This is an optimization exercise on Yosys and OpenROAD, whose aim is small area, a short achievable clock period and few clock cycles per item, not a production implementation. RTL that was checked went through simulation tests only; none was proved equivalent to the original. The RTL of runs 1 and 3 was laid out without a check of its function. Power and IR drop assume default switching activity.

### design/flow/flow/abc.script
&get -n
&st
&dch
&nf -a
&put
topo
stime -c
### design/flow/design.v
module conv_single(input [8:0] kernel, input [8:0] window, output act_sign);
wire [8:0] m = kernel ~^ window;
wire sa = m[0] ^ m[1] ^ m[2];
wire ca = (m[0] & m[1]) | (m[0] & m[2]) | (m[1] & m[2]);
wire sb = m[3] ^ m[4] ^ m[5];
wire cb = (m[3] & m[4]) | (m[3] & m[5]) | (m[4] & m[5]);
wire e5 = ca & cb & (sa | sb);
wire e4 = (ca & cb) | ((ca | cb) & sa & sb);
wire e3 = (ca & cb) | ((ca | cb) & (sa | sb));
wire e2 = ca | cb | (sa & sb);
wire l1 = m[6] | m[7] | m[8];
wire l2 = (m[6] & m[7]) | (m[6] & m[8]) | (m[7] & m[8]);
wire l3 = m[6] & m[7] & m[8];
assign act_sign = e5 | (e4 & l1) | (e3 & l2) | (e2 & l3);
endmodule
module pipelined_conv(
	input clk,
	input [15:0] input_row,
	input [8:0] weights_in,
	input m12, m16,		 
	output reg [13:0] conv_out);
reg [15:0] R1, R2;
reg [8:0] K;
wire [13:0] sign_acts;
always @(posedge clk) begin
	R1 <= input_row;
	R2 <= R1;
	K <= weights_in;
end
genvar k;
generate
	for (k = 0; k < 14; k = k + 1) begin : g_conv
		conv_single u(.kernel(K),
			.window({input_row[k+2:k], R1[k+2:k], R2[k+2:k]}),
			.act_sign(sign_acts[k]));
	end
endgenerate
always @(posedge clk)
	conv_out <= {sign_acts[13:10] & {4{m16}}, sign_acts[9:8] & {2{m12}}, sign_acts[7:0]};
endmodule
module controller(input reset_b,
		  input clk,
		  input dut_run,
		  input [15:0] input_mdr,
		  output reg busy,
		  output reg output_write_en,
		  output reg [11:0] input_mar,
		  output reg [11:0] output_mar,
		  output reg m12, m16
		 );
localparam [1:0] ROW = 2'd0, DIMA = 2'd1, DIMD = 2'd2, DONE = 2'd3;
reg [1:0] st;
reg [3:0] c;		 
reg v;			 
wire idle = !busy;
wire is_row = busy && st == ROW;
wire is_dimd = busy && st == DIMD;
wire zero = !(input_mdr[3] | input_mdr[4]);
wire last = c[3] & c[0] & (!m12 | c[1] & (!m16 | c[2]));
always @(posedge clk or negedge reset_b)
	if (!reset_b) begin
		busy <= 1'b0;
		st <= ROW;
		v <= 1'b0;
		output_write_en <= 1'b0;
	end else begin
		v <= is_row && (c[3] | c[2] | c[1]);
		output_write_en <= v;
		if (idle) begin
			busy <= dut_run;
			st <= zero ? DONE : ROW;
		end else case (st)
			ROW: if (last) st <= DIMA;
			DIMA: st <= DIMD;
			DIMD: begin
				st <= ROW;
				if (zero) busy <= 1'b0;
			end
			DONE: busy <= 1'b0;
		endcase
	end
always @(posedge clk) begin
	if (idle) input_mar <= {10'd0, dut_run, 1'b0};
	else input_mar <= input_mar + {10'd0, is_row & last, !(is_row & last)};
	if (idle) output_mar <= 12'd0;
	else if (output_write_en) output_mar <= output_mar + 12'd1;
	c <= (is_row | is_dimd) ? c + 4'd1 : 4'd0;
	if (idle | is_dimd) begin
		m16 <= input_mdr[4];
		m12 <= input_mdr[4] | input_mdr[2];
	end
end
endmodule
module top_without_mem(input dut_run, reset_b, clk,
		       output dut_busy,
		       input[15:0] sram_dut_read_data, wmem_dut_read_data,
		       output[15:0] dut_sram_write_data,
		       output[11:0] dut_sram_write_address, dut_sram_read_address,
		       output[11:0] dut_wmem_read_address, output dut_sram_write_enable
			);
wire m12, m16;
wire [13:0] conv_out;
controller u1(.reset_b(reset_b), .clk(clk), .dut_run(dut_run),
		.input_mdr(sram_dut_read_data), .busy(dut_busy),
		.output_write_en(dut_sram_write_enable),
		.input_mar(dut_sram_read_address),
		.output_mar(dut_sram_write_address),
		.m12(m12), .m16(m16));
pipelined_conv u2(.clk(clk), .input_row(sram_dut_read_data),
		.weights_in(wmem_dut_read_data[8:0]),
		.m12(m12), .m16(m16), .conv_out(conv_out));
assign dut_wmem_read_address = 12'd1;
assign dut_sram_write_data = {2'b0, conv_out};
endmodule
### design/flow/config.mk
export PLATFORM = sky130hd
export DESIGN_NAME = top_without_mem
export DESIGN_NICKNAME = top_without_mem
export VERILOG_FILES = /design/flow/design.v
export SDC_FILE = /design/flow/constraint.sdc
export NUM_CORES = 4
export LEC_CHECK = 0
export CAP_MARGIN = 20
export CORE_MARGIN = 2
export CORE_UTILIZATION = 60
export SETUP_SLACK_MARGIN = 4.3
export SLEW_MARGIN = 20
### design/flow/standard.sh
#!/bin/bash
# synth_recipe.tcl (not shown) runs the flow's synth.tcl, then flattens the netlist and writes it again
# the make line also repeats each setting of config.mk as NAME=value (left out here)
make -C /OpenROAD-flow-scripts/flow DESIGN_CONFIG=/design/flow/config.mk WORK_HOME=/design/flow/orfs CLKGATE_MAP_FILE= SYNTH_SCRIPT=/design/flow/synth_recipe.tcl "${@:-finish}"
### design/flow/flow/run.sh
#!/bin/bash
# The standard layout, with two changes: ABC maps the logic with an area-oriented script
# (flow/abc.script, through flow/synth.tcl), and the ports get plain buffers, not delay cells.
set -euo pipefail
W=$(pwd)
export BUFFER_PORTS_ARGS="-buffer_cell sky130_fd_sc_hd__buf_1"
export FLOW_ABC_SCRIPT="$W/flow/abc.script"
bash standard.sh SYNTH_SCRIPT="$W/flow/synth.tcl" finish > standard.log 2>&1
### design/flow/constraint.sdc
create_clock -name core_clock -period 6.5 [get_ports {clk}]
set_input_delay 1.3000 -clock core_clock [delete_from_list [all_inputs] [get_ports {clk}]]
set_output_delay 1.3000 -clock core_clock [all_outputs]
set_load 0.01 [all_outputs]
### design/flow/flow/synth.tcl
# synth_recipe.tcl (the standard synthesis script), except that ABC maps the logic with
# flow/abc.script instead of ORFS's abc_speed.script. Registers are mapped before ABC runs,
# so they are the standard synthesis's.
proc synth {args} { yosys synth -nofsm -noshare {*}$args }
proc abc {args} {
  set i [lsearch $args -script]
  if {$i >= 0} { set args [lreplace $args [expr {$i+1}] [expr {$i+1}] $::env(FLOW_ABC_SCRIPT)] }
  yosys abc {*}$args
}
source $::env(SCRIPTS_DIR)/synth.tcl
# left out here: clear keep_hierarchy, flatten, clean up, hide names made inside functions, write 1_2_yosys.v
==> impl_results.md, run 1 <==
- Pleak: 2.440 nW
- Fin area: 6137 um^2
- Min Tclk post-route: 2.283 ns
- Area leader, netlist: dfxtp_1
- DRC violations left: 0
- Startpoint Class: register
- Fillers: 694
- Syn_area_per_cell: 9.210 um^2
- Worst min path class: register to register
- # port buffers: 67
- Detailed Routing Iterations Pass 1: 5
- Iteration-0 DRC Markers: 109
- Initial antenna violation count: 0
- PwrDens: 293.8 nW/um^2
- Max Root-Sink Buffers: 2
- CP max-delay cell: dfrtp_4
- Commonest cells after routing, fill and taps aside: xnor2_1 (73), nor2_1 (68), xor2_1 (63)
- Hold WS: 0.3657 ns
- Critical Path Start: u1.busy
- Die H: 97.79 um
- Worst-path fanout max: 2
- Initial core utilization: 0.6111
- RSZ-0062 raised after global routing: yes
- DR vias/cell: 5.392
- #FFs+latches synth: 90
- Cell Count Post-Placement: 746
- # diodes: 0
- Vias: 4206
- Worst-Margin Slew: 1.078 ns
- Total CTS buffers: 9
- Dominant synthesized flop cell: dfxtp_1
- Post-Layout Cell Count: 780
- IO Pins: 89
- R2R cell count: 9
- Placement Cell Area: 5604 um^2
- CP Depth: 1
- Root Buffer: clkbuf_8
- Total GRT Usage: 0.2410
- Worst r2r dst: u1.input_mar[10]
- DP HPWL: 7681 um
- R2R Setup Slk: 4.38 ns
- Most common cell after layout, fill and taps aside: xnor2_1
- Synth Warn #: 2
- Layout cell share with drive strength beyond 1: 0.1577
- Overflow after GRT: 0
- Worst-case vdd ir drop: 0.2447 mV
- EDFF count, synth: 2
- P&R area growth vs syn: 16.29%
- CTS sink cnt: 90
- CP arrival: 0.98 ns
- Buffers and inverters on the worst path: 1
- Core area: 8636 um^2
- Post-Syn Area: 5278 um^2
- CP delay by family, top: flip-flops
- # setup viols final: 0
- Die W: 97.79 um
- Critical path class: register to primary output
- Die area: 9562 um^2
- Max stage delay on crit path: 0.51 ns
- H-Tree Level Count: 3
- Setup TNS: 0 ns
- Net count, final: 739
- Slew HR: 0.2800
- Remaining antenna violation count: 0
- Critical Path End Type: primary output
- Worst Path Required: 5.20 ns
- Post-synth cell types: 35
- Row cnt: 34
- Outcome: finished clean
- Setup crit end: dut_busy
- Design Power: 1.803 mW
- Seq/Total Area, Yosys: 0.3499
- Fin. max-slew vios: 0
- Wire per inst: 14.42 um
- Tcrit/Tclk final: 0.3513
- Total wire length: 11250 um
- CTS tree: built
- Fmax: 438.0 MHz
- Clock Latency Late Sink: 0.36 ns
- Placer congestion estimate: 0.8053
- Cell count after synthesis: 573
- Setup WS pre-CTS: 3.959 ns
- Worst path cell trace: buf_6
- Top cells by area, synth: dfxtp_1 (31%), xnor2_1 (12%), fa_1 (11%), xor2_1 (10%), nor2_1 (4.9%)
- First-pass GRT wire length: 18660 um
- Clock transition at path regs: 0.09 ns
- FFs w/ async S/R, synth: 0.05556
- Max_cap viols: 0
- Reg2Reg Launch Point: u1.busy
- Clk_skew: 0.01472 ns
- Vias in the first global route: 4093
- Final WS setup: 4.217 ns
- Final Hold Vio Count: 0
- Final Util: 0.7107
- Largest net degree at the start of global routing: 17
- Synth top area share: 0.3148
[report_power, final]
part | switching (mW) | internal [mW] | total (mW)
registers | 0.0832 | 0.645 | 0.728
clock network | 0.212 | 0.228 | 0.440
logic | 0.360 | 0.275 | 0.635
total | 0.655 | 1.15 | 1.80
[cells by family (layout without fill, tap and decap cells)]
group / Yosys count / in the layout / synth area share
DFF: 90 / 90 / 0.3499
AOI/OAI and AO/OA: 110 / 110 / 0.1254
buffers and inverters: 23 / 110 / 0.02632
muxes: 2 / 2 / 0.003793
other: 2 / 14 / 0.001423
and+or+nand+nor: 173 / 173 / 0.1385
adders and majority gates: 37 / 37 / 0.1290
xor gates and xnor gates: 136 / 136 / 0.2257
[layer usage]
layer  part of all wire  track usage
met1               0.45       0.3153
met2               0.49       0.4149
met3              0.045      0.03006
met4              0.018      0.08547
met5                  0            0
[synth_stat cells (all sizes together) (2+ instances only)]
master / instances
o21ai: 43
buf: 14
o211ai: 10
nand2b: 2
dfrtp: 5
a211oi: 6
xnor2: 73
nand3: 14
nand4: 4
nand2: 61
xor2: 63
o31a: 3
o31ai: 2
a31oi: 3
a21oi: 29
edfxtp: 2
and3: 4
conb: 2
clkinv: 9
mux2i: 2
nor3: 11
ha: 8
and2: 2
fa: 29
dfxtp: 83
a211o: 4
nor2b: 2
nor2: 69
o2111ai: 8
[cell type report]
type                    instances  area (um^2)  area share
flip-flops and latches         90         1922      0.3131
multi-input cells             472         3382      0.5511
clock inverters                 5        61.31    0.009990
well taps                     108        135.1     0.02202
clock buffers                  11        173.9     0.02834
repair buffers                 85        426.7     0.06952
inverters                       9        36.28    0.005912
[how the worst min path moves through the flow]
stage               from                  to  slack (ns)  cells after the start
4_1_cts        u2.R1[15]           u2.R2[15]        0.36                      0
3_3_place_gp        u1.v  u1.output_write_en        0.34                      0
3_5_place_dp        u1.v  u1.output_write_en        0.34                      0
2_1_floorplan       u1.v  u1.output_write_en        0.33                      0
6_report            u1.v  u1.output_write_en        0.37                      0
5_1_grt             u1.v  u1.output_write_en        0.38                      0
[flip-flops by register name, summed over array words and instances, names as in the netlist, 2 cells and up]
name,count
u2.R1,16
u2.R2,16
u2.conv_out,14
u1.input_mar,12
u1.output_mar,12
u2.K,9
u1.c,4
u1.st,2
[what timing repair did]
item                                    in CTS  in global routing
endpoints found under the setup margin      44                 39
pin swaps                                    2                  5
resized for setup                           51                 42
gates cloned                                 0                  0
hold buffers                                 0                  0
setup buffers                                6                 12
==> run 2: changes to the inputs <==
--- a/design/flow/design.v
+++ b/design/flow/design.v
@@ -4,14 +4,11 @@
 wire ca = (m[0] & m[1]) | (m[0] & m[2]) | (m[1] & m[2]);
 wire sb = m[3] ^ m[4] ^ m[5];
 wire cb = (m[3] & m[4]) | (m[3] & m[5]) | (m[4] & m[5]);
-wire e5 = ca & cb & (sa | sb);
-wire e4 = (ca & cb) | ((ca | cb) & sa & sb);
-wire e3 = (ca & cb) | ((ca | cb) & (sa | sb));
-wire e2 = ca | cb | (sa & sb);
+wire c2 = ca & cb, c1 = ca | cb, s2 = sa & sb, s1 = sa | sb;
 wire l1 = m[6] | m[7] | m[8];
 wire l2 = (m[6] & m[7]) | (m[6] & m[8]) | (m[7] & m[8]);
 wire l3 = m[6] & m[7] & m[8];
-assign act_sign = e5 | (e4 & l1) | (e3 & l2) | (e2 & l3);
+assign act_sign = (c2 & (s1 | l1)) | (c1 & ((s2 & l1) | (s1 & l2) | l3)) | (s2 & l3);
 endmodule
 module pipelined_conv(
 	input clk,
--- a/design/flow/config.mk
+++ b/design/flow/config.mk
@@ -8,5 +8,5 @@
 export CAP_MARGIN = 20
 export CORE_MARGIN = 2
 export CORE_UTILIZATION = 60
-export SETUP_SLACK_MARGIN = 4.3
+export SETUP_SLACK_MARGIN = 4.2
 export SLEW_MARGIN = 20
==> impl_results.md, run 2 <==
- Top-count cell post-synth: dfxtp_1
- Outcome: finished clean
- PwrDens: 289.3 nW/um^2
- Critical path class: register to primary output
- CP delay by family, top: flip-flops
- Design Power: 1.698 mW
- Core area: 8593 um^2
- Die W: 97.51 um
- Tcrit/Tclk final: 0.3484
- Root Buffer: clkbuf_8
- Syn_area_per_cell: 9.591 um^2
- Initial antenna violation count: 0
- RSZ-0062 raised after global routing: no
- Worst path cell trace: buf_1
- Synth top area share: 0.3167
- Synth Warn #: 2
- Setup TNS: 0 ns
- CTS sink cnt: 90
- Post-Syn Area: 5246 um^2
- Seq/Total Area, Yosys: 0.3520
- Die area: 9508 um^2
- Startpoint Class: register
- Detailed Routing Iterations Pass 1: 4
- Commonest cells after routing, fill and taps aside: dfxtp_1 (74), xnor2_1 (70), xor2_1 (67)
- EDFF count, synth: 2
- Min Tclk post-route: 2.264 ns
- Most common cell after layout, fill and taps aside: dfxtp_1
- Placer congestion estimate: 0.8317
- Worst-path fanout max: 5
- # setup viols final: 0
- P&R area growth vs syn: 11.90%
- DR vias/cell: 5.516
- Dominant synthesized flop cell: dfxtp_1
- Post-synth cell types: 39
- Clk_skew: 0.01042 ns
- Vias in the first global route: 4032
- Fmax: 441.6 MHz
- Overflow after GRT: 0
- Critical Path End Type: primary output
- Buffers and inverters on the worst path: 1
- Wire per inst: 14.96 um
- Fillers: 732
- CP max-delay cell: dfxtp_1
- Worst Path Required: 5.20 ns
- FFs w/ async S/R, synth: 0.05556
- Iteration-0 DRC Markers: 133
- Max_cap viols: 0
- Row cnt: 34
- Max Root-Sink Buffers: 2
- Final Hold Vio Count: 0
- Total CTS buffers: 9
- Vias: 4082
- # diodes: 0
- Remaining antenna violation count: 0
- Initial core utilization: 0.6105
- Worst-Margin Slew: 1.043 ns
- Clock transition at path regs: 0.09 ns
- CTS tree: built
- Slew HR: 0.3036
- Net count, final: 699
- #FFs+latches synth: 90
- DP HPWL: 7890 um
- Clock Latency Late Sink: 0.35 ns
- Cell count after synthesis: 547
- Total GRT Usage: 0.2385
- DRC violations left: 0
- Worst-case vdd ir drop: 0.2466 mV
- H-Tree Level Count: 3
- Layout cell share with drive strength beyond 1: 0.07911
- Largest net degree at the start of global routing: 20
- Total wire length: 11070 um
- CP arrival: 0.96 ns
- Area leader, netlist: dfxtp_1
- Synth cell count leaders: dfxtp_1 (83), xnor2_1 (70), xor2_1 (67)
- Pleak: 2.220 nW
- Final Util: 0.6832
- Die H: 97.51 um
- Fin. max-slew vios: 0
- # port buffers: 67
- Top cells by area, synth: dfxtp_1 (32%), xnor2_1 (12%), xor2_1 (11%), fa_1 (11%), a21oi_1 (4.4%)
- IO Pins: 89
- Worst min path class: register to register
- Max stage delay on crit path: 0.44 ns
- Biggest registers after layout: u2.R1 (16), u2.R2 (16), u2.conv_out (14)
- First-pass GRT wire length: 18530 um
==> run 2: changes by cell type after synthesis, moves of 6 or more <==
cell / delta
nand2_1: -21
a21oi_1: +17
maj3_1: +6
o2111ai_1: -8
a311oi_1: +6
nor3_1: +15
o21ai_0: -34
o22ai_1: +8
nor2_1: -26
==> run 2: layer usage <==
| layer | GRT usage | routed length (um) | part of all wire | up-vias |
|---|---|---|---|---|
| met4 | 0.07479 | 182 | 0.016 | 0 |
| li1 | - | - | - | 2017 |
| met5 | 0 | 0 | 0 | - |
| met1 | 0.3095 | 4947 | 0.45 | 1949 |
| met2 | 0.4069 | 5526 | 0.50 | 99 |
| met3 | 0.04173 | 418 | 0.038 | 17 |
==> run 2: cell families after synthesis <==
group,Yosys count,share of synthesized area
buf+inv,24,0.02719
compound gates,99,0.1145
flops,90,0.3520
simple gates,150,0.1312
other cells,2,0.001431
xor+xnor,137,0.2287
mux,2,0.003816
fa+ha+maj,43,0.1412
==> run 2: what timing repair did <==
item | CTS | global route
hold buffers | 0 | 0
hold endpoints to repair | 0 | 0
resized for setup | 15 | 21
setup buffers | 3 | 1
pin swaps | 1 | 3
endpoints found under the setup margin | 22 | 17
==> run 2: cell type report <==
cell class,instances,area [um^2],share of cell area
sequential,90,1863,0.3173
multi-input combinational,445,3367,0.5735
inverter,10,40.04,0.006820
tap,108,135.1,0.02302
timing repair buffer,71,287.8,0.04902
clock buffer,11,141.4,0.02408
clock inverter,5,36.28,0.006181
==> run 2: power by group <==
part           internal (mW)  total [mW]  switching, mW  leakage (nW)
logic                  0.261       0.618          0.357          1.35
registers              0.643       0.723         0.0798         0.773
clock network          0.153       0.357          0.205        0.0945
==> run 2: path summary, 6_finish.rpt <==
kind                                                  to  slack, ns             from  cells past startpoint
max in group asynchronous                        u1.busy       5.48          reset_b                      1
worst max-delay path            dut_sram_read_address[6]       4.24  u1.input_mar[6]                      1
worst max register to register            u2.conv_out[6]       4.31          u2.K[0]                      6
worst min-delay path                  u1.output_write_en       0.37             u1.v                      0
worst min register to register        u1.output_write_en       0.37             u1.v                      0
min in group asynchronous                       u1.st[1]       0.79          reset_b                      1
==> run 2: per-stage QoR <==
step | area (um^2) | worst slack, ns | hold slack, ns | instances
3_3_place_gp | 5573 | 3.814 | 0.3438 | 720
5_1_grt | 5871 | 4.188 | 0.3765 | 740
6_report | 5871 | 4.236 | 0.3699 | 740
4_1_cts | 5811 | 4.202 | 0.3742 | 739
2_1_floorplan | 5291 | 4.232 | 0.3312 | 559
3_5_place_dp | 5573 | 3.777 | 0.3363 | 720
Testbench counts of run 2, summed over its fixed seeds: cycles 42,580, items 33,100.
==> run 3: changes to the inputs <==
--- a/design/flow/design.v
+++ b/design/flow/design.v
@@ -39,13 +39,14 @@
 		  input clk,
 		  input dut_run,
 		  input [15:0] input_mdr,
-		  output reg busy,
+		  output reg busy_out,
 		  output reg output_write_en,
 		  output reg [11:0] input_mar,
 		  output reg [11:0] output_mar,
 		  output reg m12, m16
 		 );
 localparam [1:0] ROW = 2'd0, DIMA = 2'd1, DIMD = 2'd2, DONE = 2'd3;
+reg busy;		 
 reg [1:0] st;
 reg [3:0] c;		 
 reg v;			 
@@ -54,29 +55,30 @@
 wire is_dimd = busy && st == DIMD;
 wire zero = !(input_mdr[3] | input_mdr[4]);
 wire last = c[3] & c[0] & (!m12 | c[1] & (!m16 | c[2]));
+wire done = st[1] & (st[0] | zero);
 always @(posedge clk or negedge reset_b)
 	if (!reset_b) begin
 		busy <= 1'b0;
-		st <= ROW;
+		busy_out <= 1'b0;
 		v <= 1'b0;
 		output_write_en <= 1'b0;
 	end else begin
 		v <= is_row && (c[3] | c[2] | c[1]);
 		output_write_en <= v;
-		if (idle) begin
+		busy_out <= busy ? !done : dut_run;
+		if (idle)
 			busy <= dut_run;
-			st <= zero ? DONE : ROW;
-		end else case (st)
-			ROW: if (last) st <= DIMA;
-			DIMA: st <= DIMD;
-			DIMD: begin
-				st <= ROW;
-				if (zero) busy <= 1'b0;
-			end
-			DONE: busy <= 1'b0;
-		endcase
+		else if (st == DONE || (st == DIMD && zero))
+			busy <= 1'b0;
 	end
 always @(posedge clk) begin
+	if (idle) st <= zero ? DONE : ROW;
+	else case (st)
+		ROW: if (last) st <= DIMA;
+		DIMA: st <= DIMD;
+		DIMD: st <= ROW;
+		DONE: st <= ROW;
+	endcase
 	if (idle) input_mar <= {10'd0, dut_run, 1'b0};
 	else input_mar <= input_mar + {10'd0, is_row & last, !(is_row & last)};
 	if (idle) output_mar <= 12'd0;
@@ -98,7 +100,7 @@
 wire m12, m16;
 wire [13:0] conv_out;
 controller u1(.reset_b(reset_b), .clk(clk), .dut_run(dut_run),
-		.input_mdr(sram_dut_read_data), .busy(dut_busy),
+		.input_mdr(sram_dut_read_data), .busy_out(dut_busy),
 		.output_write_en(dut_sram_write_enable),
 		.input_mar(dut_sram_read_address),
 		.output_mar(dut_sram_write_address),
==> impl_results.md, run 3 <==
- RSZ-0062 raised after global routing: yes
- Fin. max-slew vios: 0
- Seq/Total Area, Yosys: 0.3603
- Clk_skew: 0.01073 ns
- Layout cell share with drive strength beyond 1: 0.09984
- Detailed Routing Iterations Pass 1: 4
- Final Hold Vio Count: 0
- Most common cell after layout, fill and taps aside: xnor2_1
- Worst r2r dst: u1.input_mar[8]
- Top cells by area, synth: dfxtp_1 (32%), xnor2_1 (12%), fa_1 (11%), xor2_1 (11%), a21oi_1 (4.4%)
- Remaining antenna violation count: 0
- Worst min path class: register to register
- Cell count after synthesis: 544
- Critical path class: register to primary output
- Post-Layout Cell Count: 739
- Tcrit/Tclk final: 0.3505
- Dominant synthesized flop cell: dfxtp_1
- Vias in the first global route: 4013
- Post-synth cell types: 37
- Commonest cells after routing, fill and taps aside: xnor2_1 (70), dfxtp_1 (67), xor2_1 (66)
- CP Depth: 1
- CP arrival: 0.98 ns
- Syn_area_per_cell: 9.600 um^2
- Biggest registers after layout: u2.R1 (16), u2.R2 (16), u2.conv_out (14)
- IO Pins: 89
- Buffers and inverters on the worst path: 1
- Wire per inst: 15.09 um
- Setup TNS: 0 ns
- Placer congestion estimate: 0.7818
- Total wire length: 11150 um
- Reg2Reg Launch Point: u1.busy
- Iteration-0 DRC Markers: 124
- Top-count cell post-synth: dfxtp_1
- R2R cell count: 10
- Max Root-Sink Buffers: 2
- Worst-path fanout max: 4
- Area leader, netlist: dfxtp_1
- Initial core utilization: 0.6077
- Fmax: 438.9 MHz
- Die area: 9466 um^2
- Vias: 4095
- # diodes: 0
- Hold_buf cts: 0
- PwrDens: 292.9 nW/um^2
- Hold Crit Depth: 0
- Startpoint Class: register
- Row cnt: 34
- Total GRT Usage: 0.2446
- Critical Path End Type: primary output
- CTS sink cnt: 91
- Root Buffer: clkbuf_8
- Die W: 97.30 um
- Die H: 97.30 um
- Slew HR: 0.3334
- Clock Latency Late Sink: 0.37 ns
- Min Tclk post-route: 2.278 ns
- Largest net degree at the start of global routing: 25
- Core area: 8593 um^2
- P&R area growth vs syn: 13.08%
- Worst-Margin Slew: 0.9986 ns
- Pleak: 2.207 nW
- DP HPWL: 7825 um
- Outcome: finished clean
- Total CTS buffers: 9
- Worst path cell trace: buf_1
- CP delay by family, top: flip-flops
- FFs w/ async S/R, synth: 0.04396
- Net count, final: 694
- Synth cell count leaders: dfxtp_1 (83), xnor2_1 (70), xor2_1 (66)
- #FFs+latches synth: 91
- DRC violations left: 0
- First-pass GRT wire length: 18820 um
- Critical Path Start: u1.input_mar[5]
- Worst-case vdd ir drop: 0.2457 mV
- Setup crit end: dut_sram_read_address[5]
- Cell Count Post-Placement: 717
- EDFF count, synth: 4
- DR vias/cell: 5.541
- Overflow after GRT: 0
- # setup viols final: 0
- R2R Setup Slk: 4.32 ns
- Post-Syn Area: 5223 um^2
- Max_cap viols: 0
- # port buffers: 67
- CTS tree: built
- CP max-delay cell: dfxtp_1
- Initial antenna violation count: 0
- Worst Path Required: 5.20 ns
- Synth top area share: 0.3182
- H-Tree Level Count: 3
- Clock transition at path regs: 0.10 ns
- Max stage delay on crit path: 0.44 ns
- Synth Warn #: 2
- Fillers: 716
-- run 3: changes by cell type in the layout (fill, tap and decap cells not counted), sizes merged, moves of 3 or more --
cell   change
buf        +3
nand3      -6
and3       +4
nand2      +5
ha         -4
-- run 3: power breakdown --
part	internal [mW]	switching [mW]
Clock	0.169	0.222
Sequential	0.663	0.0867
Combinational	0.249	0.340
Total	1.08	0.649
-- run 3: cells by family after synthesis --
logic type | synth area share
compound gates | 0.1140
xor+xnor | 0.2281
fa+ha+maj | 0.1322
buf+inv | 0.02516
flops | 0.3603
other cells | 0.001438
simple gates | 0.1387
-- run 3: routing by layer --
| layer | share of wire | vias to the layer above | global-route usage |
|---|---|---|---|
| met5 | 0 | - | 0 |
| met4 | 0.012 | 0 | 0.06731 |
| met3 | 0.048 | 10 | 0.04748 |
| met2 | 0.50 | 104 | 0.4172 |
| met1 | 0.44 | 1971 | 0.3201 |
| li1 | - | 2010 | - |
-- run 3: area by class of cell --
type / count / area [um^2] / share of cell area
Clock buffer: 10 / 148.9 / 0.02521
Clock inverter: 6 / 51.30 / 0.008686
Inverter: 7 / 27.53 / 0.004661
Multi-Input combinational cell: 444 / 3327 / 0.5633
Sequential cell: 91 / 1914 / 0.3242
Tap cell: 108 / 135.1 / 0.02288
Timing Repair Buffer: 73 / 301.5 / 0.05106
-- run 3: repair_timing --
action | CTS | global route
setup buffers | 3 | 3
pin swaps | 1 | 9
resized for setup | 12 | 31
hold endpoints to repair | 0 | 0
setup endpoints to repair | 17 | 19
-- run 3: worst min path at each step --
stage             start            endpoint  slack [ns]
5_1_grt        u2.R1[0]            u2.R2[0]        0.38
6_report           u1.v  u1.output_write_en        0.36
4_1_cts            u1.v  u1.output_write_en        0.37
2_1_floorplan      u1.v  u1.output_write_en        0.33
3_3_place_gp       u1.v  u1.output_write_en        0.34
3_5_place_dp       u1.v  u1.output_write_en        0.34
-- run 3: per-stage QoR --
stage / hold slack, ns / total power, mW / setup WS (ns) / area [um^2] / utilization
floorplan: 0.3312 / 1.168 / 4.225 / 5276 / -
global placement: 0.3447 / 1.294 / 3.843 / 5558 / 0.6468
detailed placement: 0.3371 / 1.319 / 3.731 / 5558 / 0.6468
CTS: 0.3669 / 1.725 / 4.128 / 5798 / 0.6747
global route: 0.3793 / 1.849 / 4.163 / 5906 / 0.6872
finish: 0.3608 / 1.730 / 4.222 / 5906 / 0.6872
==> run 4: changes to the inputs <==
--- a/design/flow/design.v
+++ b/design/flow/design.v
@@ -4,11 +4,14 @@
 wire ca = (m[0] & m[1]) | (m[0] & m[2]) | (m[1] & m[2]);
 wire sb = m[3] ^ m[4] ^ m[5];
 wire cb = (m[3] & m[4]) | (m[3] & m[5]) | (m[4] & m[5]);
-wire c2 = ca & cb, c1 = ca | cb, s2 = sa & sb, s1 = sa | sb;
+wire e5 = ca & cb & (sa | sb);
+wire e4 = (ca & cb) | ((ca | cb) & sa & sb);
+wire e3 = (ca & cb) | ((ca | cb) & (sa | sb));
+wire e2 = ca | cb | (sa & sb);
 wire l1 = m[6] | m[7] | m[8];
 wire l2 = (m[6] & m[7]) | (m[6] & m[8]) | (m[7] & m[8]);
 wire l3 = m[6] & m[7] & m[8];
-assign act_sign = (c2 & (s1 | l1)) | (c1 & ((s2 & l1) | (s1 & l2) | l3)) | (s2 & l3);
+assign act_sign = e5 | (e4 & l1) | (e3 & l2) | (e2 & l3);
 endmodule
 module pipelined_conv(
 	input clk,
==> impl_results.md, run 4 <==
- Worst-path fanout max: 5
- Area leader, netlist: dfxtp_1
- Cell count after synthesis: 546
- Initial antenna violation count: 0
- Layout cell share with drive strength beyond 1: 0.08057
- Fin. max-slew vios: 0
- DP HPWL: 7777 um
- Critical Path End Type: primary output
- Fmax: 446.9 MHz
- Clock Latency Late Sink: 0.36 ns
- #FFs+latches synth: 91
- Die W: 97.84 um
- FFs w/ async S/R, synth: 0.04396
- Worst-case vdd ir drop: 0.1689 mV
- Iteration-0 DRC Markers: 116
- Largest net degree at the start of global routing: 21
- Synth cell count leaders: dfxtp_1 (83), xnor2_1 (81), xor2_1 (56)
- CTS tree: built
- Critical path class: register to primary output
- # diodes: 0
- Net count, final: 696
- Biggest registers after layout: u2.R1 (16), u2.R2 (16), u2.conv_out (14)
- DRC violations left: 0
- Max_cap viols: 0
- Worst Path Required: 5.20 ns
- Top-count cell post-synth: dfxtp_1
- Overflow after GRT: 0
- EDFF count, synth: 4
- Slew HR: 0.2865
- Post-synth cell types: 36
- Die H: 97.84 um
- Startpoint Class: register
- Min Tclk post-route: 2.238 ns
- PwrDens: 299.5 nW/um^2
- Buffers and inverters on the worst path: 1
- Row cnt: 34
- # setup viols final: 0
- Clock transition at path regs: 0.10 ns
- Remaining antenna violation count: 0
- Max stage delay on crit path: 0.40 ns
- Vias: 4130
- IO Pins: 89
- Int Pwr: 1.115 mW
- Post-Syn Area: 5284 um^2
- DR vias/cell: 5.574
- CP delay by family, top: flip-flops
- Most common cell after layout, fill and taps aside: xnor2_1
- Total wire length: 10810 um
- Post-Layout Cell Count: 741
- Pleak: 2.070 nW
- Placer congestion estimate: 0.7955
- P&R area growth vs syn: 11.96%
- Wire per inst: 14.59 um
- Root Buffer: clkbuf_8
- Total CTS buffers: 9
- H-Tree Level Count: 3
- Outcome: finished clean
- Clock Power Share: 0.221
- Tcrit/Tclk final: 0.3443
- Multi-input gate area: 3343 um^2
- Psw: 0.6562 mW
- First-pass GRT wire length: 18730 um
- Top cells by area, synth: dfxtp_1 (31%), xnor2_1 (13%), fa_1 (11%), xor2_1 (9.3%), nand2_1 (3.5%)
- Gate power share: 0.352
- Design Power: 1.772 mW
- Worst min path class: register to register
- Setup TNS: 0 ns
- Max Root-Sink Buffers: 2
- Dominant synthesized flop cell: dfxtp_1
- RSZ-0062 raised after global routing: no
- Fillers: 723
- Worst-Margin Slew: 1.069 ns
- # port buffers: 67
- Synth Warn #: 2
- CP arrival: 0.94 ns
- Seq/Total Area, Yosys: 0.3561
- CP max-delay cell: dfxtp_1
- Seq. cell area: 1904 um^2
- CTS sink cnt: 91
- Clk_skew: 0.01056 ns
- Vias in the first global route: 4062
- Syn_area_per_cell: 9.677 um^2
- Synth top area share: 0.3145
- Cell Count Post-Placement: 719
- Initial core utilization: 0.6119
- Sw frac: 0.3704
- Final Hold Vio Count: 0
- Detailed Routing Iterations Pass 1: 4
- Commonest cells after routing, fill and taps aside: xnor2_1 (81), buf_1 (67), dfxtp_1 (67)
- Total GRT Usage: 0.2398
- Die area: 9573 um^2
- Sequential Power Share: 0.428
- Core area: 8636 um^2
- Worst path cell trace: buf_1
==> run 4: kinds of logic (layout without fill, tap and decap cells) <==
logic type               after synthesis  after routing  synth area share
other                                  2             14          0.001421
buffers and inverters                 23             98           0.02628
adder cells (fa/ha/maj)               39             39            0.1307
XOR/XNOR                             137            137            0.2271
AO/OA/AOI/OAI                        112            112            0.1383
flip-flops                            91             91            0.3561
AND/OR/NAND/NOR                      142            142            0.1201
==> run 4: power groups by stage <==
stage / sequential (mW) / clock (mW) / combinational [mW]
2_1_floorplan: 0.779 / 0 / 0.411
3_3_place_gp: 0.770 / 0 / 0.552
3_5_place_dp: 0.770 / 0 / 0.574
4_1_cts: 0.756 / 0.403 / 0.588
5_1_grt: 0.772 / 0.424 / 0.713
6_report: 0.757 / 0.391 / 0.623
==> run 4: path summary, 6_finish.rpt <==
path | start | endpoint | slack (ns) | cells after the start
min in group asynchronous | reset_b | u1.busy_out | 0.74 | 1
hold / removal | u1.v | u1.output_write_en | 0.36 | 0
setup reg to reg | u1.m16 | u1.input_mar[8] | 4.33 | 10
max in group asynchronous | reset_b | u1.output_write_en | 5.57 | 1
setup / recovery | u1.input_mar[2] | dut_sram_read_address[2] | 4.26 | 1
hold reg to reg | u1.v | u1.output_write_en | 0.36 | 0
==> run 4: what timing repair did <==
item / in CTS / in global routing
resized for setup: 11 / 21
hold buffers: 0 / 0
pin swaps: 0 / 8
setup endpoints to repair: 13 / 25
setup buffers: 1 / 5
endpoints found under the hold margin: 0 / 0
==> run 4: metal layers <==
metal / share of wire / track usage
met3: 0.043 / 0.05011
met2: 0.48 / 0.3957
met4: 0.019 / 0.08868
met1: 0.46 / 0.3126
met5: 0 / 0
==> run 4: layout make-up <==
type / count / share of cell area
multi-input cells: 444 / 0.5651
flip-flops and latches: 91 / 0.3219
repair buffers: 73 / 0.05013
well taps: 108 / 0.02284
clock buffers: 9 / 0.02094
clock inverters: 7 / 0.01290
inverters: 9 / 0.006134
==> run 4: metrics by stage <==
stage | utilization | area, um^2 | hold WS [ns] | setup slack, ns
2_1_floorplan | - | 5329 | 0.3312 | 4.309
3_3_place_gp | 0.6497 | 5610 | 0.3387 | 4.038
3_5_place_dp | 0.6497 | 5610 | 0.3498 | 4.009
4_1_cts | 0.6755 | 5833 | 0.3630 | 4.175
5_1_grt | 0.6850 | 5916 | 0.3712 | 4.206
6_report | 0.6850 | 5916 | 0.3633 | 4.262
Testbench counts of run 4, summed over its fixed seeds: cycles 42,580, items 33,100.
==> run 5: changes to the inputs <==
--- a/design/flow/config.mk
+++ b/design/flow/config.mk
@@ -8,5 +8,5 @@
 export CAP_MARGIN = 20
 export CORE_MARGIN = 2
 export CORE_UTILIZATION = 60
-export SETUP_SLACK_MARGIN = 4.2
+export SETUP_SLACK_MARGIN = 4.3
 export SLEW_MARGIN = 20
==> impl_results.md, run 5 <==
- Fin area: 6130 um^2
- DP HPWL: 7777 um
- Vias in the first global route: 4109
- Met2 wire len: 5464 um
- Critical path class: register to primary output
- Post-Syn Area: 5284 um^2
- # setup viols final: 0
- Synth top area share: 0.3145
- Largest net degree at the start of global routing: 21
- Setup TNS: 0 ns
- DR vias/cell: 5.577
- Startpoint Class: register
- Post-synth cell types: 36
- Vias: 4222
- PwrDens: 294.9 nW/um^2
- Outcome: finished clean
- H-Tree Level Count: 3
- Wire length on met1: 4877 um
- Tcrit/Tclk final: 0.3409
- First-pass GRT wire length: 18980 um
- Worst-Margin Slew: 1.075 ns
- Core area: 8636 um^2
- Die W: 97.84 um
- Overflow after GRT: 0
- Cell count after synthesis: 546
- Biggest registers after layout: u2.R1 (16), u2.R2 (16), u2.conv_out (14)
- Commonest cells after routing, fill and taps aside: xnor2_1 (81), xor2_1 (56), dfxtp_1 (54)
- Met3 WL: 584 um
- Fillers: 696
- RSZ-0062 raised after global routing: yes
- Max Root-Sink Buffers: 2
- R2R Setup Slk: 4.36 ns
- Critical Path Start: u1.output_write_en
- Cell Count Post-Placement: 719
- EDFF count, synth: 4
- Detailed Routing Iterations Pass 1: 4
- Critical Path End Type: primary output
- Worst-case vdd ir drop: 0.1726 mV
- Placement Cell Area: 5610 um^2
- Final Hold Vio Count: 0
- FFs w/ async S/R, synth: 0.04396
- CP arrival: 0.92 ns
- Worst Path Required: 5.20 ns
- # port buffers: 67
- Most common cell after layout, fill and taps aside: xnor2_1
- Buffers and inverters on the worst path: 1
- Total GRT Usage: 0.2431
- DRC violations left: 0
- CP max-delay cell: dfrtp_2
- Worst-path fanout max: 2
- CP delay by family, top: flip-flops
- R2R cell count: 9
- Wire per inst: 14.70 um
- Remaining antenna violation count: 0
- Iteration-0 DRC Markers: 120
- Worst path cell trace: clkbuf_2
- Layout cell share with drive strength beyond 1: 0.1587
- Net count, final: 712
- Setup crit end: dut_sram_write_enable
- Die area: 9573 um^2
- Fin. max-slew vios: 0
- Top-count cell post-synth: dfxtp_1
- Dominant synthesized flop cell: dfxtp_1
- CP Depth: 1
- Worst r2r dst: u1.input_mar[8]
- Total CTS buffers: 9
- CTS tree: built
- Synth Warn #: 2
- CTS sink cnt: 91
- Seq/Total Area, Yosys: 0.3561
- IO Pins: 89
- #FFs+latches synth: 91
- # diodes: 0
- Pleak: 2.262 nW
- Row cnt: 34
- Total wire length: 11130 um
- Die H: 97.84 um
- P&R area growth vs syn: 16.01%
- DR top layer: met4
- Hold_buf cts: 0
- Top cells by area, synth: dfxtp_1 (31%), xnor2_1 (13%), fa_1 (11%), xor2_1 (9.3%), nand2_1 (3.5%)
- Synth cell count leaders: dfxtp_1 (83), xnor2_1 (81), xor2_1 (56)
- Clk_skew: 0.01009 ns
- Area leader, netlist: dfxtp_1
- Clock Latency Late Sink: 0.37 ns
- Placer congestion estimate: 0.7955
- Initial antenna violation count: 0
- Max_cap viols: 0
- Slew HR: 0.2822
- Final Util: 0.7098
- Post-Layout Cell Count: 757
- Min Tclk post-route: 2.216 ns
- Syn_area_per_cell: 9.677 um^2
- Clock transition at path regs: 0.10 ns
- Fmax: 451.3 MHz
- Worst min path class: register to register
- Design Power: 1.808 mW
- Initial core utilization: 0.6119
- Max stage delay on crit path: 0.42 ns
- Reg2Reg Launch Point: u1.busy
- Root Buffer: clkbuf_8
==> run 5: metal layers <==
layer / up-vias / GRT usage
met5: - / 0
met4: 0 / 0.08868
met3: 16 / 0.05011
met2: 107 / 0.4057
met1: 2013 / 0.3140
li1: 2086 / -
==> run 5: area by class of cell <==
type / count / area, um^2 / area share
clock inverter: 7 / 76.32 / 0.01245
clock buffer: 9 / 123.9 / 0.02021
inverter: 9 / 35.03 / 0.005715
timing repair buffer: 89 / 473.0 / 0.07716
sequential: 91 / 1953 / 0.3186
tap: 108 / 135.1 / 0.02205
multi-input combinational: 444 / 3333 / 0.5438
==> run 5: how the worst min path moves through the flow <==
stage          startpoint                 end  slack [ns]  cells after the start
6_report             u1.v  u1.output_write_en        0.36                      0
5_1_grt              u1.v  u1.output_write_en        0.38                      0
4_1_cts              u1.v  u1.output_write_en        0.36                      0
3_5_place_dp         u1.v  u1.output_write_en        0.35                      0
3_3_place_gp         u1.v  u1.output_write_en        0.34                      0
2_1_floorplan        u1.v  u1.output_write_en        0.33                      0
==> run 5: where the power goes <==
group	internal (mW)	switching, mW
Combinational	0.294	0.371
Sequential	0.669	0.0815
Clock	0.180	0.213
==> run 5: cells by family (layout without fill, tap and decap cells) <==
logic type | after synthesis | in the layout | synth area share
flops | 91 | 91 | 0.3561
simple gates | 142 | 142 | 0.1201
xor+xnor | 137 | 137 | 0.2271
other cells | 2 | 14 | 0.001421
compound gates | 112 | 112 | 0.1383
fa+ha+maj | 39 | 39 | 0.1307
buf+inv | 23 | 114 | 0.02628
==> run 5: per-stage QoR <==
stage,hold WS (ns),worst slack (ns)
after global routing,0.3758,4.241
after CTS,0.3630,4.276
final,0.3583,4.284
after floorplan,0.3312,4.309
after detailed placement,0.3498,4.009
after global placement,0.3387,4.038
==> run 5: what timing repair did <==
item,4_1_cts,5_1_grt
gates cloned,0,0
resized for setup,51,34
setup endpoints to repair,42,27
setup buffers,5,17
pin swaps,1,6
==> run 6: changes to the inputs <==
--- a/design/flow/config.mk
+++ b/design/flow/config.mk
@@ -8,5 +8,6 @@
 export CAP_MARGIN = 20
 export CORE_MARGIN = 2
 export CORE_UTILIZATION = 60
-export SETUP_SLACK_MARGIN = 4.3
+export CTS_BUF_LIST = sky130_fd_sc_hd__clkbuf_16
+export SETUP_SLACK_MARGIN = 4.25
 export SLEW_MARGIN = 20
==> impl_results.md, run 6 <==
- Outcome: finished clean
- Post-Layout Cell Count: 742
- CP arrival: 0.91 ns
- Pleak: 2.121 nW
- EDFF count, synth: 4
- Hold Crit Depth: 0
- Critical Path End Type: primary output
- Cell Count Post-Placement: 719
- Final Hold Vio Count: 0
- IO Pins: 89
- Sequential Power Share: 0.395
- Startpoint Class: register
- Row cnt: 34
- Worst-case vdd ir drop: 0.1705 mV
- Sw frac: 0.3545
- Top-count cell post-synth: dfxtp_1
- Max stage delay on crit path: 0.39 ns
- Setup TNS: 0 ns
- Cell count after synthesis: 546
- Vias in the first global route: 4110
- R2R cell count: 9
- Detailed Routing Iterations Pass 1: 4
- Worst path cell trace: buf_1
- Total wire length: 10920 um
- Wire per inst: 14.72 um
- Syn_area_per_cell: 9.677 um^2
- Synth Warn #: 2
- Seq/Total Area, Yosys: 0.3561
- Commonest cells after routing, fill and taps aside: xnor2_1 (81), buf_1 (67), dfxtp_1 (67)
- Remaining antenna violation count: 0
- Biggest registers after layout: u2.R1 (16), u2.R2 (16), u2.conv_out (14)
- Net count, final: 697
- Total CTS buffers: 9
- Gate power share: 0.329
- Top cells by area, synth: dfxtp_1 (31%), xnor2_1 (13%), fa_1 (11%), xor2_1 (9.3%), nand2_1 (3.5%)
- Max_cap viols: 0
- Min Tclk post-route: 2.205 ns
- Post-synth cell types: 36
- Total GRT Usage: 0.2424
- Dominant synthesized flop cell: dfxtp_1
- Largest net degree at the start of global routing: 21
- P&R area growth vs syn: 14.26%
- Worst min path class: register to register
- CTS tree: built
- Fin area: 6037 um^2
- FFs w/ async S/R, synth: 0.04396
- Psw: 0.6789 mW
- CP delay by family, top: flip-flops
- Critical path class: register to primary output
- Clock Latency Late Sink: 0.34 ns
- Die area: 9573 um^2
- Fmax: 453.5 MHz
- Tcrit/Tclk final: 0.3393
- # setup viols final: 0
- Placement Cell Area: 5610 um^2
- Clk_skew: 0.007153 ns
- Worst Path Required: 5.20 ns
- #FFs+latches synth: 91
- DP HPWL: 7777 um
- Synth top area share: 0.3145
- Clock transition at path regs: 0.07 ns
- Worst-path fanout max: 5
- Die H: 97.84 um
- RSZ-0062 raised after global routing: no
- Int Pwr: 1.236 mW
- Placer congestion estimate: 0.7955
- Hold WS: 0.3544 ns
- Slew HR: 0.2930
- Post-Syn Area: 5284 um^2
- Die W: 97.84 um
- Fin. max-slew vios: 0
- Iteration-0 DRC Markers: 120
- Worst-Margin Slew: 1.059 ns
- Max Root-Sink Buffers: 2
- CTS sink cnt: 91
- Design Power: 1.915 mW
- Vias: 4169
- Buffers and inverters on the worst path: 1
- Overflow after GRT: 0
- CP Depth: 1
- Hold_buf cts: 0
- Root Buffer: clkbuf_16
- # port buffers: 67
- Initial antenna violation count: 0
- Area leader, netlist: dfxtp_1
- First-pass GRT wire length: 18950 um
- Most common cell after layout, fill and taps aside: xnor2_1
- Clock Power Share: 0.276
- H-Tree Level Count: 3
- Layout cell share with drive strength beyond 1: 0.08202
- # diodes: 0
- CP max-delay cell: dfxtp_1
- Core area: 8636 um^2
- DR vias/cell: 5.619
- DRC violations left: 0
- PwrDens: 317.2 nW/um^2
- Initial core utilization: 0.6119
- Synth cell count leaders: dfxtp_1 (83), xnor2_1 (81), xor2_1 (56)
run 6: final cells by class:
cell class,instances,area [um^2]
flip-flops and latches,91,1904
clock buffers,9,225.2
repair buffers,74,307.8
fillers,715,2599
well taps,108,135.1
multi-input cells,444,3352
clock inverters,7,76.32
inverters,9,36.28
run 6: per-layer routing:
metal / vias to the layer above / routed length [um] / track usage
met5: - / 0 / 0
met4: 0 / 245 / 0.1036
met3: 20 / 497 / 0.03937
met2: 106 / 5221 / 0.4046
met1: 1987 / 4957 / 0.3131
li1: 2056 / - / -
run 6: timing repair:
item	CTS	global route
pin swaps	0	9
endpoints found under the hold margin	0	0
setup buffers	3	4
setup endpoints to repair	22	9
resized for setup	15	19
run 6: power groups by stage:
stage          Clock [mW]  Combinational [mW]  Sequential [mW]
2_1_floorplan           0               0.411            0.779
3_3_place_gp            0               0.552            0.770
3_5_place_dp            0               0.574            0.770
4_1_cts             0.538               0.602            0.750
5_1_grt             0.558               0.718            0.772
6_report            0.528               0.629            0.757
run 6: kinds of logic after synthesis:
kind of cell,Yosys count,share of synthesized area
simple gates,142,0.1201
xor+xnor,137,0.2271
compound gates,112,0.1383
flops,91,0.3561
fa+ha+maj,39,0.1307
buf+inv,23,0.02628
other cells,2,0.001421
run 6: path summary, 6_finish.rpt:
kind	start	to	slack, ns
min reg2reg	u1.v	u1.output_write_en	0.35
max	u1.input_mar[2]	dut_sram_read_address[2]	4.29
min in group asynchronous	reset_b	u1.busy_out	0.77
max in group asynchronous	reset_b	u1.output_write_en	5.54
max reg2reg	u1.m16	u1.input_mar[8]	4.37
min	u1.v	u1.output_write_en	0.35
run 6: metrics by stage:
stage                 util  setup WS (ns)
global placement    0.6497          4.038
finish              0.6991          4.295
floorplan                -          4.309
global route        0.6991          4.244
CTS                 0.6895          4.234
detailed placement  0.6497          4.009
==> run 7: changes to the inputs <==
--- a/design/flow/config.mk
+++ b/design/flow/config.mk
@@ -7,7 +7,6 @@
 export LEC_CHECK = 0
 export CAP_MARGIN = 20
 export CORE_MARGIN = 2
-export CORE_UTILIZATION = 60
-export CTS_BUF_LIST = sky130_fd_sc_hd__clkbuf_16
-export SETUP_SLACK_MARGIN = 4.25
+export CORE_UTILIZATION = 70
+export SETUP_SLACK_MARGIN = 4.2
 export SLEW_MARGIN = 20
==> impl_results.md, run 7 <==
- Outcome: finished clean
- EDFF count, synth: 4
- Buffers and inverters on the worst path: 1
- Initial core utilization: 0.7246
- P&R area growth vs syn: 12.36%
- Hold_buf cts: 0
- Fin. max-slew vios: 0
- Total wire length: 11550 um
- Vias in the first global route: 4228
- Hold Crit Depth: 0
- Wire per inst: 15.72 um
- Die area: 8259 um^2
- Worst-Margin Slew: 1.051 ns
- Die W: 90.88 um
- First-pass GRT wire length: 19390 um
- Hold Crit Endpoint: u2.R2[0]
- Dominant synthesized flop cell: dfxtp_1
- Post-Syn Area: 5284 um^2
- Fmax: 440.9 MHz
- IO Pins: 89
- Largest net degree at the start of global routing: 21
- Detailed Routing Iterations Pass 1: 4
- Max stage delay on crit path: 0.42 ns
- Int Pwr: 1.084 mW
- Clk_skew: 0.01184 ns
- Gate power share: 0.360
- H-Tree Level Count: 3
- Max_cap viols: 0
- Worst-path fanout max: 5
- Max Root-Sink Buffers: 2
- Pleak: 2.083 nW
- Startpoint Class: register
- Top-count cell post-synth: dfxtp_1
- R2R cell count: 9
- Cell count after synthesis: 546
- Critical Path End Type: primary output
- CP delay by family, top: flip-flops
- Remaining antenna violation count: 0
- Layout cell share with drive strength beyond 1: 0.08333
- Worst r2r dst: u1.input_mar[8]
- # diodes: 0
- Root Buffer: clkbuf_8
- Psw: 0.6961 mW
- Commonest cells after routing, fill and taps aside: xnor2_1 (81), buf_1 (67), dfxtp_1 (66)
- Critical path class: register to primary output
- Min Tclk post-route: 2.268 ns
- Vias: 4248
- Reg2Reg Launch Point: u1.st[1]
- Placer congestion estimate: 0.8503
- Most common cell after layout, fill and taps aside: xnor2_1
- HP Start: u2.R1[0]
- CTS tree: built
- Overflow after GRT: 0
- RSZ-0062 raised after global routing: yes
- R2R Setup Slk: 4.27 ns
- Final Util: 0.8142
- DR vias/cell: 5.780
- Sw frac: 0.3909
- Tcrit/Tclk final: 0.3489
- Synth cell count leaders: dfxtp_1 (83), xnor2_1 (81), xor2_1 (56)
- Synth top area share: 0.3145
- CP max-delay cell: dfxtp_1
- CP arrival: 0.97 ns
- Total CTS buffers: 9
- # port buffers: 67
- Clock Latency Late Sink: 0.37 ns
- Worst Path Required: 5.20 ns
- Fillers: 481
- PwrDens: 299.9 nW/um^2
- Syn_area_per_cell: 9.677 um^2
- Area leader, netlist: dfxtp_1
- Iteration-0 DRC Markers: 173
- Die H: 90.88 um
- Worst min path class: register to register
- Post-synth cell types: 36
- CTS sink cnt: 91
- Top cells by area, synth: dfxtp_1 (31%), xnor2_1 (13%), fa_1 (11%), xor2_1 (9.3%), nand2_1 (3.5%)
- Row cnt: 31
- Slew HR: 0.2985
- Setup TNS: 0 ns
- Seq/Total Area, Yosys: 0.3561
- Net count, final: 699
- #FFs+latches synth: 91
- Clock transition at path regs: 0.10 ns
- # setup viols final: 0
- Sequential Power Share: 0.428
- Synth Warn #: 2
- FFs w/ async S/R, synth: 0.04396
- Biggest registers after layout: u2.R1 (16), u2.R2 (16), u2.conv_out (14)
- Final Hold Vio Count: 0
- Clock Power Share: 0.212
- Core area: 7292 um^2
- Initial antenna violation count: 0
- Total GRT Usage: 0.2894
- Worst path cell trace: buf_1
- DRC violations left: 0
- Worst-case vdd ir drop: 0.2345 mV
- DP HPWL: 8091 um
run 7: logic make-up after synthesis:
logic type,synth area share
and+or+nand+nor,0.1201
xor gates and xnor gates,0.2271
AOI/OAI and AO/OA,0.1383
DFF,0.3561
adders and majority gates,0.1307
buffers and inverters,0.02628
other,0.001421
run 7: through the flow:
stage | hold slack, ns | area (um^2) | worst slack, ns | total power [mW] | std cells
CTS | 0.3753 | 5836 | 4.188 | 1.741 | 730
floorplan | 0.3312 | 5329 | 4.309 | 1.190 | 558
global route | 0.3894 | 5937 | 4.187 | 1.894 | 735
global placement | 0.3384 | 5599 | 4.078 | 1.318 | 710
detailed placement | 0.3607 | 5599 | 3.955 | 1.354 | 710
finish | 0.3745 | 5937 | 4.232 | 1.781 | 735
run 7: layout make-up:
| type | count | area [um^2] | share of cell area |
|---|---|---|---|
| clock buffer | 9 | 123.9 | 0.02086 |
| clock inverter | 7 | 67.56 | 0.01138 |
| inverter | 9 | 36.28 | 0.006112 |
| multi-input combinational | 444 | 3361 | 0.5661 |
| sequential | 91 | 1906 | 0.3210 |
| tap | 99 | 123.9 | 0.02086 |
| timing repair buffer | 76 | 319.1 | 0.05374 |
run 7: repair_timing:
action                     in CTS  in global routing
gates resized for setup        12                 22
setup endpoints to repair      18                 25
buffers inserted                4                  5
pin swaps                       0                  3
run 7: layer usage:
metal | wire length, um | track usage | vias to the layer above | share of wire
met4 | 101 | 0.08333 | 0 | 0.0087
met3 | 790 | 0.05175 | 9 | 0.068
met5 | 0 | 0 | - | 0
met1 | 4783 | 0.3713 | 2038 | 0.41
li1 | - | - | 2063 | -
met2 | 5879 | 0.5025 | 138 | 0.51
run 7: power groups by stage:
stage | combinational, mW | sequential, mW | clock [mW]
after detailed placement | 0.581 | 0.772 | 0
after floorplan | 0.411 | 0.779 | 0
after global routing | 0.719 | 0.773 | 0.403
final | 0.641 | 0.763 | 0.377
after CTS | 0.608 | 0.751 | 0.382
after global placement | 0.551 | 0.767 | 0
run 7: how the worst max path moves through the flow:
stage,start,endpoint,slack (ns),depth (start not counted)
after floorplan,u1.m16,u1.input_mar[8],4.31,10
after global placement,u1.m16,u1.input_mar[8],4.08,10
after detailed placement,u1.m16,u1.input_mar[8],3.96,10
after CTS,u1.m16,u1.input_mar[8],4.19,10
after global routing,u1.st[1],u1.input_mar[8],4.19,9
final,u1.input_mar[6],dut_sram_read_address[6],4.23,1
==> run 8: changes to the inputs <==
--- a/design/flow/config.mk
+++ b/design/flow/config.mk
@@ -7,6 +7,8 @@
 export LEC_CHECK = 0
 export CAP_MARGIN = 20
 export CORE_MARGIN = 2
-export CORE_UTILIZATION = 70
+export CORE_UTILIZATION = 60
+export CTS_CLUSTER_DIAMETER = 80
+export CTS_CLUSTER_SIZE = 40
 export SETUP_SLACK_MARGIN = 4.2
 export SLEW_MARGIN = 20
==> impl_results.md, run 8 <==
- Buffers and inverters on the worst path: 1
- CTS sink cnt: 91
- Post-synth cell types: 36
- Initial core utilization: 0.6119
- P&R area growth vs syn: 11.96%
- Max_cap viols: 0
- Iteration-0 DRC Markers: 116
- Worst-path fanout max: 5
- #FFs+latches synth: 91
- Most common cell after layout, fill and taps aside: xnor2_1
- Placer congestion estimate: 0.7955
- Seq/Total Area, Yosys: 0.3561
- Final WS setup: 4.262 ns
- Cell Count Post-Placement: 719
- CP arrival: 0.94 ns
- Critical path class: register to primary output
- Root Buffer: clkbuf_8
- Overflow after GRT: 0
- H-Tree Level Count: 3
- Commonest cells after routing, fill and taps aside: xnor2_1 (81), buf_1 (67), dfxtp_1 (67)
- Vias: 4130
- Clock Latency Late Sink: 0.36 ns
- Outcome: finished clean
- CTS tree: built
- Final Hold Vio Count: 0
- Synth cell count leaders: dfxtp_1 (83), xnor2_1 (81), xor2_1 (56)
- # setup viols final: 0
- Dominant synthesized flop cell: dfxtp_1
- Row cnt: 34
- PwrDens: 299.5 nW/um^2
- Total GRT Usage: 0.2398
- First-pass GRT wire length: 18730 um
- Clock transition at path regs: 0.10 ns
- Die H: 97.84 um
- Wire per inst: 14.59 um
- Setup TNS: 0 ns
- Post-Syn Area: 5284 um^2
- Detailed Routing Iterations Pass 1: 4
- Synth top area share: 0.3145
- DRC violations left: 0
- IO Pins: 89
- Syn_area_per_cell: 9.677 um^2
- Total wire length: 10810 um
- Pleak: 2.070 nW
- Total CTS buffers: 9
- Max stage delay on crit path: 0.40 ns
- RSZ-0062 raised after global routing: no
- Worst Path Required: 5.20 ns
- Min Tclk post-route: 2.238 ns
- Hold_buf cts: 0
- Top-count cell post-synth: dfxtp_1
- Vias in the first global route: 4062
- FFs w/ async S/R, synth: 0.04396
- Die area: 9573 um^2
- # diodes: 0
- Critical Path End Type: primary output
- Core area: 8636 um^2
- Final Util: 0.6850
- Biggest registers after layout: u2.R1 (16), u2.R2 (16), u2.conv_out (14)
- CP max-delay cell: dfxtp_1
- # port buffers: 67
- Die W: 97.84 um
- Layout cell share with drive strength beyond 1: 0.08057
- Net count, final: 696
- DR vias/cell: 5.574
- EDFF count, synth: 4
- Worst-Margin Slew: 1.069 ns
- Remaining antenna violation count: 0
- Fmax: 446.9 MHz
- Tcrit/Tclk final: 0.3443
- Slew HR: 0.2865
- Setup WS pre-CTS: 4.009 ns
- Synth Warn #: 2
- Worst-case vdd ir drop: 0.1689 mV
- Initial antenna violation count: 0
- Fin. max-slew vios: 0
- Max Root-Sink Buffers: 2
- Worst min path class: register to register
- Cell count after synthesis: 546
- Largest net degree at the start of global routing: 21
- Area leader, netlist: dfxtp_1
- Worst path cell trace: buf_1
- CP delay by family, top: flip-flops
- Clk_skew: 0.01056 ns
- Top cells by area, synth: dfxtp_1 (31%), xnor2_1 (13%), fa_1 (11%), xor2_1 (9.3%), nand2_1 (3.5%)
- DP HPWL: 7777 um
- Startpoint Class: register
- Post-Layout Cell Count: 741
## run 8: per-layer routing
metal  track usage  wire, um
met1        0.3126      4981
met2        0.3957      5152
met3       0.05011       467
met4       0.08868       208
met5             0         0
## run 8: path summary, 6_finish.rpt
| path | start | endpoint | slack (ns) | cells past startpoint |
|---|---|---|---|---|
| worst max-delay path | u1.input_mar[2] | dut_sram_read_address[2] | 4.26 | 1 |
| worst min-delay path | u1.v | u1.output_write_en | 0.36 | 0 |
| worst max register to register | u1.m16 | u1.input_mar[8] | 4.33 | 10 |
| worst min register to register | u1.v | u1.output_write_en | 0.36 | 0 |
| max in group asynchronous | reset_b | u1.output_write_en | 5.57 | 1 |
| min in group asynchronous | reset_b | u1.busy_out | 0.74 | 1 |
## run 8: what timing repair did
action                                  4_1_cts  5_1_grt
buffers inserted                              1        5
pin swaps                                     0        8
endpoints found under the setup margin       13       25
gates resized for setup                      11       21
endpoints found under the hold margin         0        0
## run 8: final cells by class
class | count | area (um^2)
well taps | 108 | 135.1
multi-input cells | 444 | 3343
clock buffers | 9 | 123.9
flip-flops and latches | 91 | 1904
inverters | 9 | 36.28
clock inverters | 7 | 76.32
fillers | 723 | 2720
repair buffers | 73 | 296.5
## run 8: kinds of logic after synthesis
group	count (synthesis)	share of synthesized area
simple gates	142	0.1201
xor+xnor	137	0.2271
compound gates	112	0.1383
flops	91	0.3561
fa+ha+maj	39	0.1307
buf+inv	23	0.02628
other cells	2	0.001421
## run 8: power breakdown
part	leakage [nW]	total, mW	internal, mW	switching, mW
Combinational	1.19	0.623	0.268	0.355
Sequential	0.782	0.757	0.668	0.0897
Clock	0.0958	0.391	0.180	0.211
## run 8: metrics by stage
step | cell area, um^2 | hold WS [ns] | total power, mW
6_report | 5916 | 0.3633 | 1.772
5_1_grt | 5916 | 0.3712 | 1.910
4_1_cts | 5833 | 0.3630 | 1.747
3_5_place_dp | 5610 | 0.3498 | 1.344
3_3_place_gp | 5610 | 0.3387 | 1.322
2_1_floorplan | 5329 | 0.3312 | 1.190
==> run 9: changes to the inputs <==
--- a/design/flow/config.mk
+++ b/design/flow/config.mk
@@ -8,7 +8,6 @@
 export CAP_MARGIN = 20
 export CORE_MARGIN = 2
 export CORE_UTILIZATION = 60
-export CTS_CLUSTER_DIAMETER = 80
-export CTS_CLUSTER_SIZE = 40
+export PLACE_DENSITY = 0.9
 export SETUP_SLACK_MARGIN = 4.2
 export SLEW_MARGIN = 20
==> impl_results.md, run 9 <==
- Vias: 4383
- R2R cell count: 9
- Most common cell after layout, fill and taps aside: xnor2_1
- #FFs+latches synth: 91
- Clock Latency Late Sink: 0.37 ns
- Critical Path End Type: primary output
- H-Tree Level Count: 3
- Overflow after GRT: 0
- CTS sink cnt: 91
- IO Pins: 89
- Startpoint Class: register
- Clock transition at path regs: 0.10 ns
- PwrDens: 309.4 nW/um^2
- Dominant synthesized flop cell: dfxtp_1
- # diodes: 0
- Top-count cell post-synth: dfxtp_1
- Wire per inst: 16.81 um
- Layout cell share with drive strength beyond 1: 0.08215
- Setup crit end: dut_sram_read_address[2]
- Biggest registers after layout: u2.R1 (16), u2.R2 (16), u2.conv_out (14)
- Commonest cells after routing, fill and taps aside: xnor2_1 (81), buf_1 (67), dfxtp_1 (65)
- CP Depth: 1
- Max Root-Sink Buffers: 2
- Max_cap viols: 0
- Min Tclk post-route: 2.251 ns
- RSZ-0062 raised after global routing: no
- Synth Warn #: 2
- Top cells by area, synth: dfxtp_1 (31%), xnor2_1 (13%), fa_1 (11%), xor2_1 (9.3%), nand2_1 (3.5%)
- Buffers and inverters on the worst path: 1
- Critical path class: register to primary output
- Fmax: 444.3 MHz
- Setup WS pre-CTS: 4.042 ns
- CP max-delay cell: dfxtp_1
- Slew HR: 0.2923
- DP HPWL: 8412 um
- Die area: 9573 um^2
- First-pass GRT wire length: 20250 um
- Die H: 97.84 um
- Worst-path fanout max: 5
- Total GRT Usage: 0.2612
- DRC violations left: 0
- FFs w/ async S/R, synth: 0.04396
- Worst Path Required: 5.20 ns
- Worst-case vdd ir drop: 0.1968 mV
- Reg2Reg Launch Point: u1.m16
- Initial antenna violation count: 0
- Detailed Routing Iterations Pass 1: 5
- Hold_buf cts: 0
- Root Buffer: clkbuf_8
- CTS tree: built
- Final Hold Vio Count: 0
- Max stage delay on crit path: 0.41 ns
- Worst path cell trace: buf_1
- Pleak: 2.089 nW
- Net count, final: 696
- Largest net degree at the start of global routing: 21
- Design Power: 1.840 mW
- Area leader, netlist: dfxtp_1
- Critical Path Start: u1.input_mar[2]
- # port buffers: 67
- Initial core utilization: 0.6119
- Final Util: 0.6885
- Worst r2r dst: u1.input_mar[8]
- CP arrival: 0.95 ns
- Total CTS buffers: 9
- CP delay by family, top: flip-flops
- Placer congestion estimate: 0.8444
- Clk_skew: 0.01691 ns
- P&R area growth vs syn: 12.53%
- Setup TNS: 0 ns
- Outcome: finished clean
- R2R Setup Slk: 4.27 ns
- Synth cell count leaders: dfxtp_1 (83), xnor2_1 (81), xor2_1 (56)
- Core area: 8636 um^2
- Fin. max-slew vios: 0
- Seq/Total Area, Yosys: 0.3561
- Row cnt: 34
- Iteration-0 DRC Markers: 234
- Post-synth cell types: 36
- Remaining antenna violation count: 0
- DR vias/cell: 5.915
- Post-Syn Area: 5284 um^2
- Worst min path class: register to register
- EDFF count, synth: 4
- Cell count after synthesis: 546
- Worst-Margin Slew: 1.060 ns
- Die W: 97.84 um
- Synth top area share: 0.3145
- Vias in the first global route: 4324
- Final WS setup: 4.249 ns
- Tcrit/Tclk final: 0.3463
- Syn_area_per_cell: 9.677 um^2
- # setup viols final: 0
- Total wire length: 12460 um
==> run 9: cell count changes in the layout (fill, tap and decap cells not counted), sizes merged <==
cell      previous run  this run
clkbuf               9        11
clkinvlp             2         0
==> run 9: area by class of cell <==
class	instances	area, um^2
Clock buffer	11	162.7
Clock inverter	5	65.06
Fill cell	608	2690
Inverter	9	36.28
Multi-Input combinational cell	444	3343
Sequential cell	91	1907
Tap cell	108	135.1
Timing Repair Buffer	73	296.5
==> run 9: cells by family (layout without fill, tap and decap cells) <==
group | after synthesis | count (layout) | synth area share
simple gates | 142 | 142 | 0.1201
buf+inv | 23 | 98 | 0.02628
fa+ha+maj | 39 | 39 | 0.1307
flops | 91 | 91 | 0.3561
xor+xnor | 137 | 137 | 0.2271
compound gates | 112 | 112 | 0.1383
other cells | 2 | 14 | 0.001421
==> run 9: through the flow <==
step / std cells / cell area, um^2 / hold WS, ns
4_1_cts: 737 / 5867 / 0.3738
3_5_place_dp: 719 / 5610 / 0.3418
6_report: 741 / 5946 / 0.3731
2_1_floorplan: 558 / 5329 / 0.3312
5_1_grt: 741 / 5946 / 0.3796
3_3_place_gp: 719 / 5610 / 0.3446
==> run 9: worst min path at each step <==
stage,start,end,slack (ns),cells past startpoint
2_1_floorplan,u1.v,u1.output_write_en,0.33,0
6_report,u2.R1[15],u2.R2[15],0.37,0
3_5_place_dp,u1.v,u1.output_write_en,0.34,0
3_3_place_gp,u1.v,u1.output_write_en,0.34,0
5_1_grt,u2.R1[15],u2.R2[15],0.38,0
4_1_cts,u2.R1[15],u2.R2[15],0.37,0
==> run 9: power breakdown <==
| group | switching, mW | leakage [nW] | internal, mW |
|---|---|---|---|
| Sequential | 0.0939 | 0.784 | 0.668 |
| Combinational | 0.381 | 1.19 | 0.265 |
| Clock | 0.215 | 0.116 | 0.216 |
| Total | 0.690 | 2.09 | 1.15 |
==> run 9: timing repair <==
item | in CTS | in global routing
pin swaps | 0 | 4
cloned | 0 | 0
endpoints found under the hold margin | 0 | 0
endpoints found under the setup margin | 17 | 28
setup buffers | 2 | 4
resized for setup | 10 | 23
==> run 9: metal layers <==
metal | global-route usage | part of all wire | vias up
li1 | - | - | 2060
met1 | 0.3170 | 0.41 | 2133
met2 | 0.4415 | 0.51 | 156
met3 | 0.04939 | 0.053 | 34
met4 | 0.1378 | 0.030 | 0
met5 | 0 | 0 | -

==> port drivers added, routing unchanged <==
The flow's constraints put no driver on any port. The routed layouts listed below were extracted and timed again, unchanged, in two steps.
Step 1 sets driving cells, clkbuf_16 on the clock port and buf_2 on the other inputs (assumed; they add their load-dependent delay and slew).
Step 2, shift: input delay + t, output delay - t, t = (earliest + latest rising clock arrival at the registers) / 2. This alone moves slack from input paths to output paths.
Slacks: no drivers / after step 1 / after step 2; pairs: no drivers / after step 1.
| run | shift t [ns] | setup WS [ns] | hold slack, ns | worst setup path at the end | worst slew at a driven data input, ns |
|---|---|---|---|---|---|
| run 1 | 0.385 | 4.217 / 4.182 / 3.994 | 0.366 / 0.366 / 0.366 | input to register | 0.04 |
| run 2 | 0.381 | 4.236 / 4.202 / 3.925 | 0.370 / 0.370 / 0.370 | input to register | 0.03 |
| run 3 | 0.395 | 4.222 / 4.188 / 3.907 | 0.361 / 0.361 / 0.361 | input to register | 0.04 |
| run 4 | 0.393 | 4.262 / 4.228 / 4.024 | 0.363 / 0.363 / 0.363 | input to register | 0.04 |
| run 5 | 0.396 | 4.284 / 4.250 / 4.023 | 0.358 / 0.358 / 0.358 | input to register | 0.04 |
| run 6 | 0.377 | 4.295 / 4.257 / 4.043 | 0.354 / 0.354 / 0.354 | input to register | 0.04 |
| run 7 | 0.401 | 4.232 / 4.198 / 4.052 | 0.374 / 0.374 / 0.374 | input to register | 0.05 |
| run 8 | 0.393 | 4.262 / 4.228 / 4.024 | 0.363 / 0.363 / 0.363 | input to register | 0.04 |
| run 9 | 0.393 | 4.249 / 4.215 / 3.993 | 0.373 / 0.373 / 0.373 | input to register | 0.06 |
After both steps setup and hold are still met in every run listed. For run 3, which loses most, drivers alone change the setup slack by -0.034 ns; drivers and shift together by -0.315 ns.
